This is an optimization exercise on Yosys and OpenROAD, whose aim is small area, not a production implementation. The RTL was checked by simulation tests, not by an equivalence proof against the original design. Power and IR drop assume default switching activity.

job 101:
// RockPaperScissor
module RockPaperScissor(
	input        MAX10_CLK1_50,
	input        reset,
	output [7:0] HEX0,
	output [7:0] HEX1,
	output [7:0] HEX2,
	output [7:0] HEX3,
	output [7:0] HEX4,
	output [7:0] HEX5,
	input  [1:0] KEY,
	output [9:0] LEDR,
	input  [9:0] SW
);
export LEC_CHECK = 0
export ABC_AREA = 1
export CAP_MARGIN = 20
export CORE_MARGIN = 2
export CORE_UTILIZATION = 30
export PLACE_DENSITY = 0.6
export SLEW_MARGIN = 20
create_clock -name core_clock -period 5.0 [get_ports {MAX10_CLK1_50}]
standard.sh (not shown) runs the stock make flow with config.mk's settings and CLKGATE_MAP_FILE= SYNTH_SCRIPT=/design/flow/synth_recipe.tcl, a recipe that flattens the netlist after the stock synthesis.
==> flow/flow/run.sh <==
#!/bin/bash
# Layout flow: the standard flow (standard.sh) with its synthesis unchanged, then
#  1. the combinational logic of the synthesised netlist mapped again by ABC for area
#     (deep AIG optimisation from eight seeds, keeping the smallest result whose
#     delay estimate leaves margin),
#     (flip-flops kept as they are, same cells and names);
#  2. the rest of the standard flow from that netlist, with port buffers of
#     sky130_fd_sc_hd__buf_1 (the default picks clkdlybuf4s50_1) and a clock tree
#     without dummy loads.
#  3. one tie cell for all constant outputs (SKIP_REPAIR_TIE_FANOUT), not one per output.
# Every port but a constant output still gets its buffer; the clock reaches every register through buffers.
# Each tool's output goes to a log file of its own in this folder.
set -euo pipefail
WORK=$(pwd)
R=$WORK/orfs/results/$FLOW_PLATFORM/RockPaperScissor/base
LIB=$FLOW_HOME/platforms/sky130hd/lib/sky130_fd_sc_hd__tt_025C_1v80.lib
YOSYS=$FLOW_HOME/../tools/install/yosys/bin/yosys
export SKIP_REPAIR_TIE_FANOUT=1
export BUFFER_PORTS_ARGS="-buffer_cell sky130_fd_sc_hd__buf_1"
export CTS_ARGS="-sink_clustering_enable -repair_clock_nets -dont_use_dummy_load"

# 1. standard synthesis
bash standard.sh synth > flow_synth.log 2>&1
cp $R/1_2_yosys.v $WORK/synth_standard.v

# 2. map the combinational logic again
mkdir -p $WORK/remap
python3 $WORK/flow/mkmodels.py $LIB $WORK/remap > $WORK/remap/mkmodels.log 2>&1
# the platform's don't-use cells
DU="-dont_use sky130_fd_sc_hd__probe_p_8 -dont_use sky130_fd_sc_hd__probec_p_8 -dont_use sky130_fd_sc_hd__lpflow_bleeder_1 -dont_use sky130_fd_sc_hd__lpflow_clkbufkapwr_1 -dont_use sky130_fd_sc_hd__lpflow_clkbufkapwr_16 -dont_use sky130_fd_sc_hd__lpflow_clkbufkapwr_2 -dont_use sky130_fd_sc_hd__lpflow_clkbufkapwr_4 -dont_use sky130_fd_sc_hd__lpflow_clkbufkapwr_8 -dont_use sky130_fd_sc_hd__lpflow_clkinvkapwr_1 -dont_use sky130_fd_sc_hd__lpflow_clkinvkapwr_16 -dont_use sky130_fd_sc_hd__lpflow_clkinvkapwr_2 -dont_use sky130_fd_sc_hd__lpflow_clkinvkapwr_4 -dont_use sky130_fd_sc_hd__lpflow_clkinvkapwr_8 -dont_use sky130_fd_sc_hd__lpflow_decapkapwr_12 -dont_use sky130_fd_sc_hd__lpflow_decapkapwr_3 -dont_use sky130_fd_sc_hd__lpflow_decapkapwr_4 -dont_use sky130_fd_sc_hd__lpflow_decapkapwr_6 -dont_use sky130_fd_sc_hd__lpflow_decapkapwr_8 -dont_use sky130_fd_sc_hd__lpflow_inputiso0n_1 -dont_use sky130_fd_sc_hd__lpflow_inputiso0p_1 -dont_use sky130_fd_sc_hd__lpflow_inputiso1n_1 -dont_use sky130_fd_sc_hd__lpflow_inputiso1p_1 -dont_use sky130_fd_sc_hd__lpflow_inputisolatch_1 -dont_use sky130_fd_sc_hd__lpflow_isobufsrc_1 -dont_use sky130_fd_sc_hd__lpflow_isobufsrc_16 -dont_use sky130_fd_sc_hd__lpflow_isobufsrc_2 -dont_use sky130_fd_sc_hd__lpflow_isobufsrc_4 -dont_use sky130_fd_sc_hd__lpflow_isobufsrc_8 -dont_use sky130_fd_sc_hd__lpflow_isobufsrckapwr_16 -dont_use sky130_fd_sc_hd__lpflow_lsbuf_lh_hl_isowell_tap_1 -dont_use sky130_fd_sc_hd__lpflow_lsbuf_lh_hl_isowell_tap_2 -dont_use sky130_fd_sc_hd__lpflow_lsbuf_lh_hl_isowell_tap_4 -dont_use sky130_fd_sc_hd__lpflow_lsbuf_lh_isowell_4 -dont_use sky130_fd_sc_hd__lpflow_lsbuf_lh_isowell_tap_1 -dont_use sky130_fd_sc_hd__lpflow_lsbuf_lh_isowell_tap_2 -dont_use sky130_fd_sc_hd__lpflow_lsbuf_lh_isowell_tap_4"
# ABC script: deep AIG optimisation with seed $1, then area mapping ($2 = map command)
remap() {
  local tag=$1 seed=$2 mapcmd=$3
  printf 'strash\n&get -n\n&deepsyn -T 30 -S %s\n&put\ndch -f\n%s\ntopo\nstime -p\n' "$seed" "$mapcmd" > $WORK/remap/$tag.abc
  $YOSYS -l $WORK/remap/$tag.log -p "
read_verilog $WORK/remap/comb_models.v
read_verilog $WORK/remap/seq_models.v
read_verilog $WORK/synth_standard.v
hierarchy -top $FLOW_TOP
flatten
opt_clean -purge
techmap
opt -purge
abc -liberty $LIB $DU -script $WORK/remap/$tag.abc
opt_clean -purge
hilomap -singleton -hicell sky130_fd_sc_hd__conb_1 HI -locell sky130_fd_sc_hd__conb_1 LO
opt_clean -purge
tee -o $WORK/remap/$tag.stat stat -liberty $LIB
write_verilog -noattr -nohex -nodec $WORK/remap/$tag.v
" > /dev/null
}
# eight seeds, four at a time; keep the smallest netlist whose ABC delay estimate is at
# most 2400 ps (the clock period is 5 ns, with 1 ns input and output delays)
for s in 1 2 3 4 5 6 7 8; do
  remap s$s $s amap &
  if (( s % 4 == 0 )); then wait; fi
done
wait
best=""; best_area=""
for s in 1 2 3 4 5 6 7 8; do
  area=$(sed -n "s/.*Chip area for module .* \([0-9.]*\)$/\1/p" $WORK/remap/s$s.stat | tail -1 || true)
  delay=$(grep -o "Delay = *[0-9.]* ps" $WORK/remap/s$s.log | tail -1 | grep -o "[0-9.]*" | head -1 || true)
  echo "seed $s area $area delay $delay" >> $WORK/flow_remap.log
  if [[ -n "$area" && -n "$delay" ]] && awk "BEGIN{exit !($delay <= 2400)}"; then
    if [[ -z "$best" ]] || awk "BEGIN{exit !($area < $best_area)}"; then best=s$s; best_area=$area; fi
  fi
done
if [[ -z "$best" ]]; then
  remap fallback 1 "map -D 1800"
  best=fallback
fi
echo "chosen $best" >> $WORK/flow_remap.log
cp $WORK/remap/$best.v $WORK/remap/remapped.v
cp $WORK/remap/remapped.v $R/1_2_yosys.v

# 3. the rest of the standard flow from the new netlist
bash standard.sh do-1_synth > flow_synth_odb.log 2>&1
bash standard.sh > flow_layout.log 2>&1
Other scripts of this flow, unchanged in this note and not shown: flow/flow/mkmodels.py
What job 102 does differently from job 101 at the input level:
--- a/flow/flow/run.sh
+++ b/flow/flow/run.sh
@@ -4,2 +3,0 @@
-#     (deep AIG optimisation from eight seeds, keeping the smallest result whose
-#     delay estimate leaves margin),
@@ -31,5 +29 @@
-# ABC script: deep AIG optimisation with seed $1, then area mapping ($2 = map command)
-remap() {
-  local tag=$1 seed=$2 mapcmd=$3
-  printf 'strash\n&get -n\n&deepsyn -T 30 -S %s\n&put\ndch -f\n%s\ntopo\nstime -p\n' "$seed" "$mapcmd" > $WORK/remap/$tag.abc
-  $YOSYS -l $WORK/remap/$tag.log -p "
+$YOSYS -l $WORK/flow_remap.log -p "
@@ -44 +38 @@
-abc -liberty $LIB $DU -script $WORK/remap/$tag.abc
+abc -liberty $LIB $DU -script $WORK/flow/remap.abc
@@ -48,2 +42,2 @@
-tee -o $WORK/remap/$tag.stat stat -liberty $LIB
-write_verilog -noattr -nohex -nodec $WORK/remap/$tag.v
+stat -liberty $LIB
+write_verilog -noattr -nohex -nodec $WORK/remap/remapped.v
@@ -51,23 +44,0 @@
-}
-# eight seeds, four at a time; keep the smallest netlist whose ABC delay estimate is at
-# most 2400 ps (the clock period is 5 ns, with 1 ns input and output delays)
-for s in 1 2 3 4 5 6 7 8; do
-  remap s$s $s amap &
-  if (( s % 4 == 0 )); then wait; fi
-done
-wait
-best=""; best_area=""
-for s in 1 2 3 4 5 6 7 8; do
-  area=$(sed -n "s/.*Chip area for module .* \([0-9.]*\)$/\1/p" $WORK/remap/s$s.stat | tail -1 || true)
-  delay=$(grep -o "Delay = *[0-9.]* ps" $WORK/remap/s$s.log | tail -1 | grep -o "[0-9.]*" | head -1 || true)
-  echo "seed $s area $area delay $delay" >> $WORK/flow_remap.log
-  if [[ -n "$area" && -n "$delay" ]] && awk "BEGIN{exit !($delay <= 2400)}"; then
-    if [[ -z "$best" ]] || awk "BEGIN{exit !($area < $best_area)}"; then best=s$s; best_area=$area; fi
-  fi
-done
-if [[ -z "$best" ]]; then
-  remap fallback 1 "map -D 1800"
-  best=fallback
-fi
-echo "chosen $best" >> $WORK/flow_remap.log
-cp $WORK/remap/$best.v $WORK/remap/remapped.v
==> flow/flow/remap.abc (new file) <==
strash
&get -n
&deepsyn -T 60
&put
dch -f
amap
topo
--- a/flow/config.mk
+++ b/flow/config.mk
@@ -11 +11 @@
-export CORE_UTILIZATION = 30
+export CORE_UTILIZATION = 35
## What came out
Shortest period the worst path allows was lower in job 102 than in job 101. On fraction of area in clock buffers and inverters, job 102 tracks job 101 almost exactly. Wire length of the first global-routing pass was higher in job 102 than in job 101. Changes observed in job 102 relative to job 101: largest fanout on the critical path has increased, count of non-filler cells in the finished layout now sits higher, met3 wirelength from detailed routing +17%. Diff job 101 -> job 102 | cell area after placement | increase of 0.79%. Across both runs, power was lower for job 102 than for job 101.


== exp/amber ==
Another version of the RTL of RockPaperScissor (not shown whole).
Size: roughly 380 cells after synthesis, about 72 I/O pins, about 0.0027 sq mm of cells after synthesis.
Design RockPaperScissor, start of the top module:
module RockPaperScissor(
	input        MAX10_CLK1_50,
	input        reset,
	output [7:0] HEX0,
	output [7:0] HEX1,
	output [7:0] HEX2,
	output [7:0] HEX3,
	output [7:0] HEX4,
	output [7:0] HEX5,
	input  [1:0] KEY,
	output [9:0] LEDR,
	input  [9:0] SW
);
	wire clk = MAX10_CLK1_50;
	wire on = SW[0];
	wire restart = ~KEY[1];
	localparam C_BLANK = 4'd0,
	           C_P0 = 4'd1,
	           C_P1 = 4'd2,
	           C_P2 = 4'd3,
	           C_P3 = 4'd4,
	           C_P4 = 4'd5,
	           C_RT = 4'd6,
	           C_RL = 4'd7,
	           C_IW0 = 4'd8,
	           C_IT0 = 4'd9,
	           C_IL0 = 4'd10,
	           C_IW1 = 4'd12,
	           C_IT1 = 4'd13,
	           C_IL1 = 4'd14;
	localparam S_IDLE = 2'd0, S_PICK = 2'd1, S_DISP = 2'd3, S_RES = 2'd2;
	wire tick, v99, v0;
	wire [4:0] band;
	ClockDivider100 u_div(.clk(clk), .reset(reset), .tick(tick), .band(band), .v99(v99), .v0(v0));
	reg [1:0] st;
	reg [8:0] rd;      
	reg [1:0] rs;      
	reg [3:0] wr, lr;  
	reg pend;
	reg cu2;           
	reg [2:0] cu5;     
	reg [3:0] cd;      
	reg [4:0] dc;      
	wire [4:0] m = rd[4:0];    
	wire win  = band[0] & (m[1] | m[4]) | band[1] & (m[2] | m[3]) | band[2] & (m[0] | m[4]) |
  ...
export LEC_CHECK = 0
export ABC_AREA = 1
export CAP_MARGIN = 20
export CORE_MARGIN = 2
export CORE_UTILIZATION = 40
export PLACE_DENSITY = 0.6
export SLEW_MARGIN = 20
create_clock -name core_clock -period 5.0 [get_ports {MAX10_CLK1_50}]
==> flow/flow/run.sh <==
#!/bin/bash
# Layout flow: the standard flow (standard.sh) with its synthesis unchanged, then
#  1. the combinational logic of the synthesised netlist mapped again by ABC for area
#     (flip-flops kept as they are, same cells and names);
#  2. the rest of the standard flow from that netlist, with port buffers of
#     sky130_fd_sc_hd__buf_1 (the default picks clkdlybuf4s50_1) and a clock tree
#     without dummy loads.
# Every port still gets its buffer; the clock reaches every register through buffers.
# Each tool's output goes to a log file of its own in this folder.
set -euo pipefail
WORK=$(pwd)
R=$WORK/orfs/results/$FLOW_PLATFORM/RockPaperScissor/base
LIB=$FLOW_HOME/platforms/sky130hd/lib/sky130_fd_sc_hd__tt_025C_1v80.lib
YOSYS=$FLOW_HOME/../tools/install/yosys/bin/yosys
export SKIP_REPAIR_TIE_FANOUT=1
export BUFFER_PORTS_ARGS="-buffer_cell sky130_fd_sc_hd__buf_1"
export CTS_ARGS="-repair_clock_nets -dont_use_dummy_load -buf_list sky130_fd_sc_hd__clkbuf_16 -root_buf sky130_fd_sc_hd__clkbuf_16"

# 1. standard synthesis
bash standard.sh synth > flow_synth.log 2>&1
cp $R/1_2_yosys.v $WORK/synth_standard.v

# 2. map the combinational logic again
mkdir -p $WORK/remap
python3 $WORK/flow/mkmodels.py $LIB $WORK/remap > $WORK/remap/mkmodels.log 2>&1
# the platform's don't-use cells
DU="-dont_use sky130_fd_sc_hd__probe_p_8 -dont_use sky130_fd_sc_hd__probec_p_8 -dont_use sky130_fd_sc_hd__lpflow_bleeder_1 -dont_use sky130_fd_sc_hd__lpflow_clkbufkapwr_1 -dont_use sky130_fd_sc_hd__lpflow_clkbufkapwr_16 -dont_use sky130_fd_sc_hd__lpflow_clkbufkapwr_2 -dont_use sky130_fd_sc_hd__lpflow_clkbufkapwr_4 -dont_use sky130_fd_sc_hd__lpflow_clkbufkapwr_8 -dont_use sky130_fd_sc_hd__lpflow_clkinvkapwr_1 -dont_use sky130_fd_sc_hd__lpflow_clkinvkapwr_16 -dont_use sky130_fd_sc_hd__lpflow_clkinvkapwr_2 -dont_use sky130_fd_sc_hd__lpflow_clkinvkapwr_4 -dont_use sky130_fd_sc_hd__lpflow_clkinvkapwr_8 -dont_use sky130_fd_sc_hd__lpflow_decapkapwr_12 -dont_use sky130_fd_sc_hd__lpflow_decapkapwr_3 -dont_use sky130_fd_sc_hd__lpflow_decapkapwr_4 -dont_use sky130_fd_sc_hd__lpflow_decapkapwr_6 -dont_use sky130_fd_sc_hd__lpflow_decapkapwr_8 -dont_use sky130_fd_sc_hd__lpflow_inputiso0n_1 -dont_use sky130_fd_sc_hd__lpflow_inputiso0p_1 -dont_use sky130_fd_sc_hd__lpflow_inputiso1n_1 -dont_use sky130_fd_sc_hd__lpflow_inputiso1p_1 -dont_use sky130_fd_sc_hd__lpflow_inputisolatch_1 -dont_use sky130_fd_sc_hd__lpflow_isobufsrc_1 -dont_use sky130_fd_sc_hd__lpflow_isobufsrc_16 -dont_use sky130_fd_sc_hd__lpflow_isobufsrc_2 -dont_use sky130_fd_sc_hd__lpflow_isobufsrc_4 -dont_use sky130_fd_sc_hd__lpflow_isobufsrc_8 -dont_use sky130_fd_sc_hd__lpflow_isobufsrckapwr_16 -dont_use sky130_fd_sc_hd__lpflow_lsbuf_lh_hl_isowell_tap_1 -dont_use sky130_fd_sc_hd__lpflow_lsbuf_lh_hl_isowell_tap_2 -dont_use sky130_fd_sc_hd__lpflow_lsbuf_lh_hl_isowell_tap_4 -dont_use sky130_fd_sc_hd__lpflow_lsbuf_lh_isowell_4 -dont_use sky130_fd_sc_hd__lpflow_lsbuf_lh_isowell_tap_1 -dont_use sky130_fd_sc_hd__lpflow_lsbuf_lh_isowell_tap_2 -dont_use sky130_fd_sc_hd__lpflow_lsbuf_lh_isowell_tap_4"
$YOSYS -l $WORK/flow_remap.log -p "
read_verilog $WORK/remap/comb_models.v
read_verilog $WORK/remap/seq_models.v
read_verilog $WORK/synth_standard.v
hierarchy -top $FLOW_TOP
flatten
opt_clean -purge
techmap
opt -purge
abc -liberty $LIB $DU -script $WORK/flow/remap.abc
opt_clean -purge
hilomap -singleton -hicell sky130_fd_sc_hd__conb_1 HI -locell sky130_fd_sc_hd__conb_1 LO
opt_clean -purge
stat -liberty $LIB
write_verilog -noattr -nohex -nodec $WORK/remap/remapped.v
" > /dev/null
cp $WORK/remap/remapped.v $R/1_2_yosys.v

# 3. the rest of the standard flow from the new netlist
bash standard.sh do-1_synth > flow_synth_odb.log 2>&1
bash standard.sh > flow_layout.log 2>&1
Other scripts of this flow, unchanged in this note and not shown: flow/flow/mkmodels.py, flow/flow/remap.abc
Setup changes, exp/amber to exp/raven
--- a/flow/flow/run.sh
+++ b/flow/flow/run.sh
@@ -6,5 +6,6 @@
 #     sky130_fd_sc_hd__buf_1 (the default picks clkdlybuf4s50_1) and a clock tree
 #     without dummy loads.
-# Every port still gets its buffer; the clock reaches every register through buffers.
+#  3. one tie cell for all constant outputs (SKIP_REPAIR_TIE_FANOUT), not one per output.
+# Every port but a constant output still gets its buffer; the clock reaches every register through buffers.
 # Each tool's output goes to a log file of its own in this folder.
 set -euo pipefail
@@ -15,5 +16,5 @@
 export SKIP_REPAIR_TIE_FANOUT=1
 export BUFFER_PORTS_ARGS="-buffer_cell sky130_fd_sc_hd__buf_1"
-export CTS_ARGS="-repair_clock_nets -dont_use_dummy_load -buf_list sky130_fd_sc_hd__clkbuf_16 -root_buf sky130_fd_sc_hd__clkbuf_16"
+export CTS_ARGS="-sink_clustering_enable -repair_clock_nets -dont_use_dummy_load"
 
 # 1. standard synthesis
==> notes.md <==
Sort exp/amber and exp/raven by total power of the final layout desc -> top: exp/amber
Between exp/amber and exp/raven, the difference in standard cell area after detailed placement is negligible.
Going from exp/amber to exp/raven, detailed-route wire length per cell down 0.33 microns; combinational power down about 20%; part of the total power dissipated in combinational logic down 1.1 points; wire length on met2 up 48 microns.
Here is what was changed in the inputs of exp/sierra compared with exp/raven.
--- a/flow/flow/run.sh
+++ b/flow/flow/run.sh
@@ -6,6 +6,5 @@
 #     sky130_fd_sc_hd__buf_1 (the default picks clkdlybuf4s50_1) and a clock tree
 #     without dummy loads.
-#  3. one tie cell for all constant outputs (SKIP_REPAIR_TIE_FANOUT), not one per output.
-# Every port but a constant output still gets its buffer; the clock reaches every register through buffers.
+# Every port still gets its buffer; the clock reaches every register through buffers.
 # Each tool's output goes to a log file of its own in this folder.
 set -euo pipefail
@@ -14,7 +13,6 @@
 LIB=$FLOW_HOME/platforms/sky130hd/lib/sky130_fd_sc_hd__tt_025C_1v80.lib
 YOSYS=$FLOW_HOME/../tools/install/yosys/bin/yosys
-export SKIP_REPAIR_TIE_FANOUT=1
 export BUFFER_PORTS_ARGS="-buffer_cell sky130_fd_sc_hd__buf_1"
-export CTS_ARGS="-sink_clustering_enable -repair_clock_nets -dont_use_dummy_load"
+export CTS_ARGS="-sink_clustering_enable -repair_clock_nets -dont_use_dummy_load -buf_list sky130_fd_sc_hd__clkbuf_16 -root_buf sky130_fd_sc_hd__clkbuf_16 -sink_clustering_size 50 -sink_clustering_max_diameter 300"
 
 # 1. standard synthesis
### Flow results
- exp/sierra vs exp/raven: global-route usage down in exp/sierra
- Post-detailed-placement half-perimeter wirelength, exp/sierra and exp/raven: smaller value in exp/sierra
- Between exp/sierra and exp/raven, it is exp/sierra whose number of placed instances with taps included is higher, by 1.3%.
- The register-to-register slack was comparable across exp/sierra and exp/raven.
- exp/sierra — utilization of the core after routing 1.2 points higher, exp/raven as reference
- exp/sierra falls short of exp/raven in hold slack.
- Between exp/sierra and exp/raven, it is exp/sierra whose layout overhead on the synthesized area is higher, by 3.1 points.
- Post-route met1 wirelength went down slightly going from exp/raven to exp/sierra.
- As of exp/sierra, fmax had fallen slightly compared to exp/raven.

[separate check: timing with driven ports]
The results above use ideal ports. As a check the final layouts listed here were re-extracted and re-timed, cells and wires unchanged.
Step 1 sets driving cells, clkbuf_16 on the clock port and buf_2 on the other inputs (assumed; they add their load-dependent delay and slew).
Step 2 times the ports against the registers' clock, not the clock port: input delays grow and output delays shrink by t, the midpoint of the rising clock arrivals with the driver on.
a / b / c = ideal / step 1 / step 2; a / b = the first two.
run	shift t [ns]	setup slack, ns	worst setup path after step 2
job 101	0.320	0.415 / 0.389 / 0.709	register to output
job 102	0.316	0.494 / 0.466 / 0.782	register to output
exp/amber	0.312	0.462 / 0.430 / 0.742	register to output
exp/raven	0.316	0.481 / 0.455 / 0.771	register to output
exp/sierra	0.306	0.420 / 0.389 / 0.695	register to output
After both steps setup and hold are still met in every run listed.
